From an optimization exercise on the open Yosys and OpenROAD flow, aimed at small area, a short achievable clock period and few clock cycles; shortcuts taken in it are not production practice. At most, simulation tests tie the RTL to the original design; equivalence was not proved.

old:
// TPU
module TPU
#(
    parameter ADDR_BITS = 12
)
(
    input  wire                  clk,
    input  wire                  rst_n,
    input  wire                  in_valid,
    input  wire [7:0]            K,
    input  wire [7:0]            M,
    input  wire [7:0]            N,
    output wire                  busy,
    output wire                  A_wr_en,
    output wire [ADDR_BITS-1:0]  A_index,
    output wire [31:0]           A_data_in,
    input  wire [31:0]           A_data_out,
    output wire                  B_wr_en,
    output wire [ADDR_BITS-1:0]  B_index,
    output wire [31:0]           B_data_in,
    input  wire [31:0]           B_data_out,
    output wire                  C_wr_en,
    output wire [ADDR_BITS-1:0]  C_index,
    output wire [127:0]          C_data_in,
    input  wire [127:0]          C_data_out
);
==> module TPU, before the edit <==
module TPU
#(
    parameter ADDR_BITS = 12
)
(
    input  wire                  clk,
    input  wire                  rst_n,
    input  wire                  in_valid,
    input  wire [7:0]            K,
    input  wire [7:0]            M,
    input  wire [7:0]            N,
    output wire                  busy,
    output wire                  A_wr_en,
    output wire [ADDR_BITS-1:0]  A_index,
    output wire [31:0]           A_data_in,
    input  wire [31:0]           A_data_out,
    output wire                  B_wr_en,
    output wire [ADDR_BITS-1:0]  B_index,
    output wire [31:0]           B_data_in,
    input  wire [31:0]           B_data_out,
    output wire                  C_wr_en,
    output wire [ADDR_BITS-1:0]  C_index,
    output wire [127:0]          C_data_in,
    input  wire [127:0]          C_data_out
);
    assign A_wr_en   = 1'b0;
    assign B_wr_en   = 1'b0;
    assign A_data_in = 32'd0;
    assign B_data_in = 32'd0;
    reg        busy_q;
    reg        issuing;      
    reg [1:0]  gap;          
    reg [7:0]  k_reg, m_reg;
    reg [7:0]  kp1;          
    reg [7:0]  mrem;         
    reg [7:0]  nrem;         
    reg [ADDR_BITS-1:0] a_idx, b_idx, bbase, c_idx;
    reg [31:0] kc;           
    wire start = in_valid & ~busy_q;
    wire issue = busy_q & issuing;
    wire last_k = (kp1 == k_reg);
    wire last_a = (mrem <= 8'd4);
    wire last_b = (nrem <= 8'd4);
    wire fin    = last_k & last_a & last_b;
    wire [1:0] rows_m1 = last_a ? mrem[1:0] - 2'd1 : 2'd3;
    wire first_k = (kp1 == 8'd1);
    reg [ADDR_BITS-1:0] a_nx, b_nx;
    always @(*) begin
        a_nx = a_idx;
        b_nx = b_idx;
        if (start) begin
            a_nx = {ADDR_BITS{1'b0}};
            b_nx = {ADDR_BITS{1'b0}};
        end else if (issue) begin
            if (!last_k || (!fin && !last_a))
                a_nx = a_idx + 1'b1;
            else
                a_nx = {ADDR_BITS{1'b0}};
            if (!last_k || (!fin && last_a))
                b_nx = b_idx + 1'b1;
            else if (!fin)
                b_nx = bbase;
            else
                b_nx = {ADDR_BITS{1'b0}};
        end
    end
    always @(posedge clk or negedge rst_n) begin
        if (!rst_n) begin
            busy_q  <= 1'b0;
            issuing <= 1'b0;
        end else if (start) begin
            busy_q  <= 1'b1;
            issuing <= 1'b1;
        end else begin
            if (C_wr_en_q & c_fin)
                busy_q <= 1'b0;
            if (issue & last_k)
                issuing <= ~fin & (rows_m1 == 2'd0);
            else if (~issue & (gap == 2'd1))
                issuing <= 1'b1;
        end
    end
    always @(posedge clk) begin
        a_idx <= a_nx;
        b_idx <= b_nx;
        if (start) begin
            k_reg <= K;
            m_reg <= M;
            mrem  <= M;
            nrem  <= N;
            kp1   <= 8'd1;
            gap   <= 2'd0;
            bbase <= {ADDR_BITS{1'b0}};
        end else if (issue) begin
            if (!last_k) begin
                kp1 <= kp1 + 8'd1;
            end else begin
                kp1 <= 8'd1;
                gap <= fin ? 2'd0 : rows_m1;
                if (last_a) begin
                    mrem  <= m_reg;
                    nrem  <= nrem - 8'd4;
                    bbase <= b_idx + 1'b1;
                end else begin
                    mrem  <= mrem - 8'd4;
                end
            end
        end else if (gap != 2'd0) begin
            gap <= gap - 2'd1;
        end
    end
    always @(posedge clk) begin
        kc[31:24] <= 8'd0 - k_reg;
        kc[23:16] <= 8'd255 - k_reg;
        kc[15:8]  <= 8'd254 - k_reg;
        kc[7:0]   <= 8'd253 - k_reg;
    end
    reg [31:0] a_word;
    reg [15:0] b_one, b_two, b_neg;
    always @(posedge clk)
        a_word <= issue ? A_data_out : 32'd0;
    genvar c, i, k;
    generate
        for (c = 0; c < 4; c = c + 1) begin : g_benc
            wire [8:0] bb = {B_data_out[31-8*c -: 8], 1'b0};
            for (k = 0; k < 4; k = k + 1) begin : g_dig
                wire hi = bb[2*k+2], mid = bb[2*k+1], lo = bb[2*k];
                always @(posedge clk) begin
                    b_one[15-4*c-3+k] <= mid ^ lo;
                    b_two[15-4*c-3+k] <= (hi & ~mid & ~lo) | (~hi & mid & lo);
                    b_neg[15-4*c-3+k] <= hi;
                end
            end
        end
    endgenerate
    reg       l0, z0;
    reg [1:0] r0;
    always @(posedge clk or negedge rst_n) begin
        if (!rst_n)
            l0 <= 1'b0;
        else
            l0 <= issue & last_k;
    end
    always @(posedge clk) begin
        z0 <= fin;
        r0 <= rows_m1;
    end
    reg        ld;         
    reg [1:0]  ld_row;     
    reg [1:0]  ld_last;    
    reg        ld_fin;     
    reg        c_fin;      
    reg        C_wr_en_q;
    wire [183:0] row_out;
    wire [1:0]   ld_row_nx;
    systolic_array array (
        .clk    (clk),
        .a_word (a_word),
        .b_one  (b_one),
        .b_two  (b_two),
        .b_neg  (b_neg),
        .first  (issue & first_k),
        .kc     (kc),
        .row_sel_nx(ld_row_nx),
        .row_out(row_out)
    );
    always @(posedge clk or negedge rst_n) begin
        if (!rst_n) begin
            ld        <= 1'b0;
            C_wr_en_q <= 1'b0;
        end else begin
            C_wr_en_q <= ld;
            if (l0)
                ld <= 1'b1;
            else if (ld_row == ld_last)
                ld <= 1'b0;
        end
    end
    assign ld_row_nx = l0 ? 2'd0 : ld ? ld_row + 2'd1 : ld_row;
    always @(posedge clk) begin
        c_fin  <= ld & ld_fin & (ld_row == ld_last);
        ld_row <= ld_row_nx;
        if (l0) begin
            ld_last <= r0;
            ld_fin  <= z0;
        end
    end
    wire [ADDR_BITS-1:0] c_nx = start ? {ADDR_BITS{1'b0}} :
                                C_wr_en_q ? c_idx + 1'b1 : c_idx;
    always @(posedge clk)
        c_idx <= c_nx;
    OREG_R o_busy (.clk(clk), .rst_n(rst_n),
                   .d(start | (busy_q & ~(C_wr_en_q & c_fin))), .q(busy));
    OREG_R o_cwe  (.clk(clk), .rst_n(rst_n), .d(ld), .q(C_wr_en));
    OREG #(.W(ADDR_BITS)) o_a (.clk(clk), .d(a_nx), .q(A_index));
    OREG #(.W(ADDR_BITS)) o_b (.clk(clk), .d(b_nx), .q(B_index));
    OREG #(.W(ADDR_BITS)) o_c (.clk(clk), .d(c_nx), .q(C_index));
    generate
        for (c = 0; c < 4; c = c + 1) begin : g_lane
            wire [22:0] sum = row_out[183-46*c -: 23] + row_out[160-46*c -: 23];
            OREG #(.W(23)) o_lo (.clk(clk), .d(sum), .q(C_data_in[127-32*c-9 -: 23]));
            for (i = 0; i < 9; i = i + 1) begin : g_sign
                OREG #(.W(1)) o_s (.clk(clk), .d(sum[22]), .q(C_data_in[127-32*c-i]));
            end
        end
    endgenerate
endmodule
Settings: LEC_CHECK=0, ABC_CLOCK_PERIOD_IN_PS=2500, CAP_MARGIN=20, CORE_MARGIN=2, CORE_UTILIZATION=50, SLEW_MARGIN=20, SYNTH_HIERARCHICAL=1; clock period 10.0 ns.
standard.sh (not shown) runs the stock make flow with config.mk's settings and CLKGATE_MAP_FILE= SYNTH_SCRIPT=/design/flow/synth_recipe.tcl, a recipe that flattens the netlist after the stock synthesis.
==> flow/flow/run.sh <==
#!/bin/bash
# Layout: the standard ORFS flow, with timing repair asked to aim for a
# shorter period than the clock the design is constrained and signed off at,
# and the ports buffered with plain buffers.
set -euo pipefail
bash standard.sh \
    SETUP_SLACK_MARGIN=6.7 \
    "BUFFER_PORTS_ARGS=-buffer_cell sky130_fd_sc_hd__buf_4" \
    finish > standard_flow.log 2>&1
What new does differently from old at the input level:
-- flow/design.v --
<<< old, line 521
                   .d(start | (busy_q & ~(C_wr_en_q & c_fin))), .q(busy));
    OREG_R o_cwe  (.clk(clk), .rst_n(rst_n), .d(ld), .q(C_wr_en));
    OREG #(.W(ADDR_BITS)) o_a (.clk(clk), .d(a_nx), .q(A_index));
    OREG #(.W(ADDR_BITS)) o_b (.clk(clk), .d(b_nx), .q(B_index));
    OREG #(.W(ADDR_BITS)) o_c (.clk(clk), .d(c_nx), .q(C_index));
    generate
        for (c = 0; c < 4; c = c + 1) begin : g_lane
            wire [22:0] sum = row_out[183-46*c -: 23] + row_out[160-46*c -: 23];
            OREG #(.W(23)) o_lo (.clk(clk), .d(sum), .q(C_data_in[127-32*c-9 -: 23]));
            for (i = 0; i < 9; i = i + 1) begin : g_sign
                OREG #(.W(1)) o_s (.clk(clk), .d(sum[22]), .q(C_data_in[127-32*c-i]));
            end
        end
    endgenerate
>>> new, line 521
                   .d(start | (busy_q & ~(C_wr_en_q & c_fin))), .q(busy));
    OREG_R o_cwe  (.clk(clk), .rst_n(rst_n), .d(ld), .q(C_wr_en));
    assign A_index = a_idx;
    assign B_index = b_idx;
    assign C_index = c_idx;
    generate
        for (c = 0; c < 4; c = c + 1) begin : g_lane
            wire [22:0] sum = row_out[183-46*c -: 23] + row_out[160-46*c -: 23];
            wire [2:0]  sgn;
            OREG #(.W(23)) o_lo (.clk(clk), .d(sum), .q(C_data_in[127-32*c-9 -: 23]));
            for (i = 0; i < 3; i = i + 1) begin : g_sign
                OREG #(.W(1)) o_s (.clk(clk), .d(sum[22]), .q(sgn[i]));
            end
            assign C_data_in[127-32*c -: 9] = {sgn[0], sgn[0], sgn[0],
                                               sgn[1], sgn[1], sgn[1],
                                               sgn[2], sgn[2], sgn[2]};
        end
    endgenerate
Notes after the runs:
- Status: instance count of the mapped netlist parity (old, new)
- Compared to old, new leaves more free space in the core.
- The slack of the critical path of new is higher than that of old.
- old -> new: clock buffer instance count of the final layout decreased by more than 10%
- Diff new and old: count of inserted antenna diode cells higher in old
- Sort new and old by layout overhead on the synthesized area desc -> top: old
- Of new and old, the run reporting the higher number of global-route vias before repair was old.
Testbench counts of new, summed over its fixed seeds: cycles 75,978.
Only the layout flow was run in old; the RTL was not checked for function there.

==> what the ideal ports hide <==
Ports are ideal in the flow. The routed layouts listed here were re-timed in OpenROAD. Step 1, drivers: a clkbuf_16 drives clk and a buf_2 each remaining input, both assumed. Step 2 moves the port delays by t, midway between the first and last clock arrival at a register: inputs arrive t later, outputs are due t later. That takes back most of the time a late clock gives input paths. Slacks: ideal / step 1 / step 2; pairs: ideal / step 1.
run | shift t [ns] | setup WS [ns] | hold slack, ns | worst setup path at the end
old | 0.848 | 6.581 / 6.581 / 6.386 | 0.405 / 0.405 / 0.405 | input to register
new | 0.853 | 6.633 / 6.552 / 6.146 | 0.402 / 0.402 / 0.402 | input to register
After both steps every run listed still meets setup and hold. For new, which loses most, drivers alone change the setup slack by -0.081 ns; drivers and shift together by -0.487 ns.
